Source: an optimization exercise on an open RTL-to-GDS flow (aim: small area). Production flows keep margins and buffers that such runs may drop.
Only simulation tests tie the RTL to the original design; equivalence was not proved.

== red ==
==> flow/design.v <==
module gcode_parser (
	input         i_Clock,
	input         i_Reset,
	input         i_GValid,
	input  [7:0]  i_GData,
	input         i_TValid,
	input  [7:0]  i_TData,
	output [19:0] o_FBinary,
	output [19:0] o_XBinary,
	output [19:0] o_YBinary,
	output [19:0] o_ZBinary,
	output [19:0] o_EBinary,
	output [7:0]  o_S1Binary,
	output [7:0]  o_S2Binary,
	output [7:0]  o_S3Binary,
	output [7:0]  o_HBinary,
	output [7:0]  o_BBinary,
	output        o_XDirection,
	output        o_YDirection,
	output        o_ZDirection,
	output        o_EDirection,
	output        o_GLineComplete,
	output        o_TLineComplete
	);
	function [19:0] ripple20(input [19:0] a, input [19:0] b, input ci);
		integer i;
		reg c;
		begin
			c = ci;
			for (i = 0; i < 20; i = i + 1) begin
				ripple20[i] = a[i] ^ b[i] ^ c;
				c = a[i] & b[i] | a[i] & c | b[i] & c;
			end
		end
	endfunction
	function [7:0] ripple8(input [7:0] a, input [7:0] b, input ci);
		integer i;
		reg c;
		begin
			c = ci;
			for (i = 0; i < 8; i = i + 1) begin
				ripple8[i] = a[i] ^ b[i] ^ c;
				c = a[i] & b[i] | a[i] & c | b[i] & c;
			end
		end
	endfunction
	localparam G_IDLE = 4'b0000, G_CMD = 4'b0110,
	           G_X = 4'b0001, G_Y = 4'b0010, G_Z = 4'b0011, G_E = 4'b0100, G_F = 4'b0101,
	           G_S1 = 4'b1001, G_S2 = 4'b1101, G_S3 = 4'b1111;
	reg  [3:0]  g_state;
	reg  [6:0]  g_cnt;       
	reg         g_lc;
	reg  [23:0] w_f;                  
	reg  [23:0] w_x, w_y, w_z, w_e;   
	reg  [19:0] r_f, r_x, r_y, r_z, r_e;
	reg  [7:0]  r_s1, r_s2, r_s3;
	reg         r_dx, r_dy, r_dz, r_de;
	wire       g_take = i_GValid & (g_cnt == 7'd0);
	wire       g_cr   = i_GData == 8'd13;
	wire       g_sp   = i_GData == 8'd32;
	wire       g_mi   = i_GData == 8'd45;
	wire [3:0] g_dig  = i_GData[3:0];
	wire g_idle  = g_state == G_IDLE;
	wire g_sline = g_state[3];
	wire g_gline = ~g_idle & ~g_sline;
	wire g_start = g_take & g_idle & ((i_GData == 8'd72) | (i_GData == 8'd66) |
	                                  (i_GData == 8'd83) | (i_GData == 8'd71));
	wire g_chr   = g_take & ~g_cr & (g_sline | ~g_sp & ~g_mi);
	wire [2:0] g_fld = g_state[2:0];
	wire d_x = g_chr & (g_sline | (g_fld == 3'd1));
	wire d_y = g_chr & ~g_sline & (g_fld == 3'd2);
	wire d_z = g_chr & ~g_sline & (g_fld == 3'd3);
	wire d_e = g_chr & ~g_sline & (g_fld == 3'd4);
	wire d_f = g_chr & ~g_sline & (g_fld == 3'd5);
	wire [3:0] g_q    = g_cnt[6:3];
	wire [2:0] g_ph   = g_cnt[2:0];
	wire       g_step = g_ph[2] | g_ph[1];
	wire       g_first = g_ph == 3'd7;
	wire       g_rnd  = (g_q == 4'd11) | (g_q == 4'd10) | (g_q == 4'd9) |
	                    (g_q == 4'd8) | (g_q == 4'd7);
	wire       g_rot  = g_rnd & g_step;           
	wire       g_wide = g_rot & g_gline;
	wire [3:0] g_msd  = w_f[23:20];
	wire       s_cv   = g_sline & ((g_cnt == 7'd100) & ~t_cv | (g_cnt == 7'd99) & t_cv1);
	wire [2:0] g_da = g_msd[2:0] | {3{g_msd[3]}};
	wire       g_dc = g_msd[3] & g_msd[0];
	wire [19:0] e_acc = ripple20({r_e[16:0], g_da}, {r_e[18:0], g_msd[3]}, g_dc);
	always @(posedge i_Clock or posedge i_Reset) begin
		if (i_Reset) begin
			g_state <= G_IDLE;
			g_cnt   <= 7'd0;
			g_lc    <= 1'b0;
			w_f <= 24'd0;
			r_f <= 20'd0; r_x <= 20'd0; r_y <= 20'd0; r_z <= 20'd0; r_e <= 20'd0;
			r_s1 <= 8'd0; r_s2 <= 8'd0; r_s3 <= 8'd0;
			r_dx <= 1'b0; r_dy <= 1'b0; r_dz <= 1'b0; r_de <= 1'b0;
		end else begin
			g_lc <= g_cnt != 7'd0;
			if (g_cnt != 7'd0)
				g_cnt <= g_cnt - 7'd1;
			else if (g_take & g_cr & ~g_idle)
				g_cnt <= 7'd101;
			if (g_cnt != 7'd0) begin
				if (g_q == 4'd6) g_state <= G_IDLE;
			end else if (g_take) begin
				if (g_idle) begin
					if (i_GData == 8'd72) g_state <= G_S1;
					else if (i_GData == 8'd66) g_state <= G_S2;
					else if (i_GData == 8'd83) g_state <= G_S3;
					else if (i_GData == 8'd71) g_state <= G_CMD;
				end else if (g_state == G_CMD) begin
					if (i_GData == 8'd70) g_state <= G_F;
					else if (i_GData == 8'd88) g_state <= G_X;
					else if (i_GData == 8'd89) g_state <= G_Y;
					else if (i_GData == 8'd90) g_state <= G_Z;
					else if (i_GData == 8'd69) g_state <= G_E;
				end else if (~g_sline & g_sp)
					g_state <= G_CMD;
			end
			if (g_take & g_idle & (i_GData == 8'd71)) begin
				r_dx <= 1'b0; r_dy <= 1'b0; r_dz <= 1'b0; r_de <= 1'b0;
			end
			if (g_take & g_mi & (g_state == G_X)) r_dx <= 1'b1;
			if (g_take & g_mi & (g_state == G_Y)) r_dy <= 1'b1;
			if (g_take & g_mi & (g_state == G_Z)) r_dz <= 1'b1;
			if (g_take & g_mi & (g_state == G_E)) r_de <= 1'b1;
			if (d_f) w_f <= {w_f[19:0], g_dig};
			else if (g_rot) w_f <= {w_f[19:0], w_x[23:20]};
			if (g_wide) begin
				if (g_first) begin
					r_f <= r_x; r_x <= r_y; r_y <= r_z; r_z <= r_e;
					r_e <= {16'd0, g_msd};
				end else
					r_e <= e_acc;
			end
			if (s_cv & (g_state == G_S1)) r_s1 <= cv3;
			if (s_cv & (g_state == G_S2)) r_s2 <= cv3;
			if (s_cv & (g_state == G_S3)) r_s3 <= cv3;
		end
	end
	always @(posedge i_Clock) begin
		if (g_start) begin
			w_x <= 24'd0; w_y <= 24'd0; w_z <= 24'd0; w_e <= 24'd0;
		end else begin
			if (d_x) w_x <= {w_x[19:0], g_dig};
			else if (g_rot) w_x <= {w_x[19:0], w_y[23:20]};
			if (d_y) w_y <= {w_y[19:0], g_dig};
			else if (g_rot) w_y <= {w_y[19:0], w_z[23:20]};
			if (d_z) w_z <= {w_z[19:0], g_dig};
			else if (g_rot) w_z <= {w_z[19:0], w_e[23:20]};
			if (d_e) w_e <= {w_e[19:0], g_dig};
			else if (g_rot) w_e <= {w_e[19:0], w_f[23:20]};
		end
	end
	assign o_FBinary = r_f;
	assign o_XBinary = r_x;
	assign o_YBinary = r_y;
	assign o_ZBinary = r_z;
	assign o_EBinary = r_e;
	assign o_S1Binary = r_s1;
	assign o_S2Binary = r_s2;
	assign o_S3Binary = r_s3;
	assign o_XDirection = r_dx;
	assign o_YDirection = r_dy;
	assign o_ZDirection = r_dz;
	assign o_EDirection = r_de;
	assign o_GLineComplete = g_lc;
	localparam T_IDLE = 2'd0, T_H = 2'd1, T_B = 2'd2;
	reg  [1:0]  t_state;
	reg         t_win;
	reg         t_lc;
	reg  [11:0] w_t;         
	reg  [7:0]  r_h, r_b;
	wire       t_last = t_lc & (w_t[6:0] == 7'd100);
	wire       t_take = i_TValid & (~t_win | t_last);
	wire       t_cr   = i_TData == 8'd13;
	wire       t_idle = t_last | (t_state == T_IDLE);
	wire       t_h    = i_TData == 8'd72;
	wire       t_b    = i_TData == 8'd66;
	wire       t_start = t_take & t_idle & (t_h | t_b);
	wire       t_cv   = t_win & ~t_lc;
	wire       t_cv1  = t_lc & (w_t[6:0] == 7'd0);    
	wire [11:0] cv_in = s_cv ? w_x[11:0] : w_t;
	wire [3:0]  cv_a = cv_in[11:8], cv_b = cv_in[7:4], cv_c = cv_in[3:0];
	reg  [7:0]  cv_p;
	always @* begin
		if (cv_a[3])
			cv_p = cv_a[0] ? 8'd132 : 8'd32;
		else case (cv_a[2:0])
			3'd0: cv_p = 8'd0;   3'd1: cv_p = 8'd100; 3'd2: cv_p = 8'd200; 3'd3: cv_p = 8'd44;
			3'd4: cv_p = 8'd144; 3'd5: cv_p = 8'd244; 3'd6: cv_p = 8'd88;  default: cv_p = 8'd188;
		endcase
	end
	wire [7:0] cv_q = ripple8({1'b0, cv_b, cv_c[2:0] | {3{cv_c[3]}}}, {3'd0, cv_b, cv_c[3]},
	                          cv_c[3] & cv_c[0]);
	wire [7:0] cv3  = ripple8(cv_p, cv_q, 1'b0);
	always @(posedge i_Clock or posedge i_Reset) begin
		if (i_Reset) begin
			t_state <= T_IDLE;
			t_win   <= 1'b0;
			t_lc    <= 1'b0;
			r_h     <= 8'd0;
			r_b     <= 8'd0;
		end else begin
			if (t_last) begin
				t_win <= 1'b0;
				t_lc  <= 1'b0;
			end else if (t_win)
				t_lc <= 1'b1;
			else if (t_take & t_cr & ~t_idle)
				t_win <= 1'b1;
			if (t_last | t_take & t_idle)
				t_state <= t_start & t_h ? T_H : t_start ? T_B : T_IDLE;
			if (t_cv & (t_state == T_H)) r_h <= cv3;
			if (t_cv & (t_state == T_B)) r_b <= cv3;
		end
	end
	always @(posedge i_Clock) begin
		if (t_start) w_t <= 12'd0;
		else if (t_take & ~t_idle & ~t_cr) w_t <= {w_t[7:0], i_TData[3:0]};
		else if (t_cv) w_t[6:0] <= 7'd0;
		else if (t_win) w_t[6:0] <= w_t[6:0] + 7'd1;
	end
	assign o_HBinary = r_h;
	assign o_BBinary = r_b;
	assign o_TLineComplete = t_lc;
endmodule
Settings: LEC_CHECK=0, CAP_MARGIN=0, CORE_MARGIN=2, CORE_UTILIZATION=55, SLEW_MARGIN=0; clock period 10.0 ns.
standard.sh (not shown) runs the stock make flow with config.mk's settings and CLKGATE_MAP_FILE= SYNTH_SCRIPT=/design/flow/synth_recipe.tcl, a recipe that flattens the netlist after the stock synthesis.
==> flow/flow/run.sh <==
#!/bin/bash
# The standard layout (standard.sh: the ORFS flow and synthesis script),
# with three options changed:
#  - ABC maps the logic for area (strash; dch -f; amap) instead of ORFS's
#    delay-oriented script; flip-flops are mapped before ABC, as before;
#  - port buffers are sky130_fd_sc_hd__buf_1 instead of the buffer_ports
#    default (a clkdlybuf4s50_1 delay cell);
#  - clock tree: clkbuf_8 cluster buffers and no dummy loads.
# make's full output goes to flow.log here; ORFS keeps each step's log under
# orfs/logs/.
set -euo pipefail
rm -rf scripts_area
cp -r "$FLOW_HOME/scripts" scripts_area
printf 'strash\ndch -f\namap\ntopo\n' > scripts_area/abc_speed.script
bash standard.sh \
  "SCRIPTS_DIR=$PWD/scripts_area" \
  "BUFFER_PORTS_ARGS=-buffer_cell sky130_fd_sc_hd__buf_1" \
  "CTS_ARGS=-sink_clustering_enable -repair_clock_nets -buf_list sky130_fd_sc_hd__clkbuf_16 -sink_clustering_size 30 -sink_clustering_max_diameter 100 -dont_use_dummy_load" \
  finish > flow.log 2>&1
red finished every step from synthesis to the final layout, and the layout passed the timing, DRC and antenna checks.
#### Input delta (green over red)
- swapping 0 for 20 in SLEW_MARGIN
- swapping 0 for 20 in CAP_MARGIN
--- a/flow/flow/run.sh
+++ b/flow/flow/run.sh
@@ -14 +14 @@
-printf 'strash\ndch -f\namap\ntopo\n' > scripts_area/abc_speed.script
+printf 'strash\ndch -f\namap -F 50 -A 50\ntopo\n' > scripts_area/abc_speed.script
@@ -18 +18 @@
-  "CTS_ARGS=-sink_clustering_enable -repair_clock_nets -buf_list sky130_fd_sc_hd__clkbuf_16 -sink_clustering_size 30 -sink_clustering_max_diameter 100 -dont_use_dummy_load" \
+  "CTS_ARGS=-sink_clustering_enable -repair_clock_nets -buf_list sky130_fd_sc_hd__clkbuf_8 -sink_clustering_size 16 -sink_clustering_max_diameter 80 -dont_use_dummy_load" \
Notes after the runs:
Routed length per instance (green over red): increase, 3.3%. green ended up with a lower worst hold-check slack than red did. Compared with red, green shows fraction of final layout cells sized beyond drive strength 1 higher by 0.99 points. Relative to red, source-to-sink clock delay at the later pin of the worst-skew pair has increased by 0.07 ns in green. | count of endpoints failing setup in the final report | red vs green | ≈ equal |. Delta (green minus red): area occupied by multi-input gates has decreased; post-route fraction of the period consumed by the critical path up 0.89 points; synthesized area has decreased. Of the two candidates, red has the worse die area and green the better one.

==> separate check: timing with driven ports <==
Ports are ideal in the flow. The routed layouts listed here were re-timed in OpenROAD.
Step 1 (the two cells are an assumption about what drives the block):
set clk [get_ports {i_Clock}]
set_driving_cell -lib_cell sky130_fd_sc_hd__clkbuf_16 $clk
set_driving_cell -lib_cell sky130_fd_sc_hd__buf_2 [delete_from_list [all_inputs] $clk]
Step 2 adds t to the input delays and takes it off the output delays; t is the mean of the earliest and latest rising clock arrival at the registers after step 1. Input paths then give back, and output paths get back, about the clock's delay inside the block.
Three values: no drivers, after step 1, after step 2; two values: the first two.
run | t, ns | setup WS [ns] | slew at the worst register clock pin (ns)
red | 0.518 | 1.961 / 1.961 / 1.961 | 0.12 / 0.12
green | 0.578 | 1.872 / 1.872 / 1.872 | 0.10 / 0.10
After both steps setup and hold are still met in every run listed.
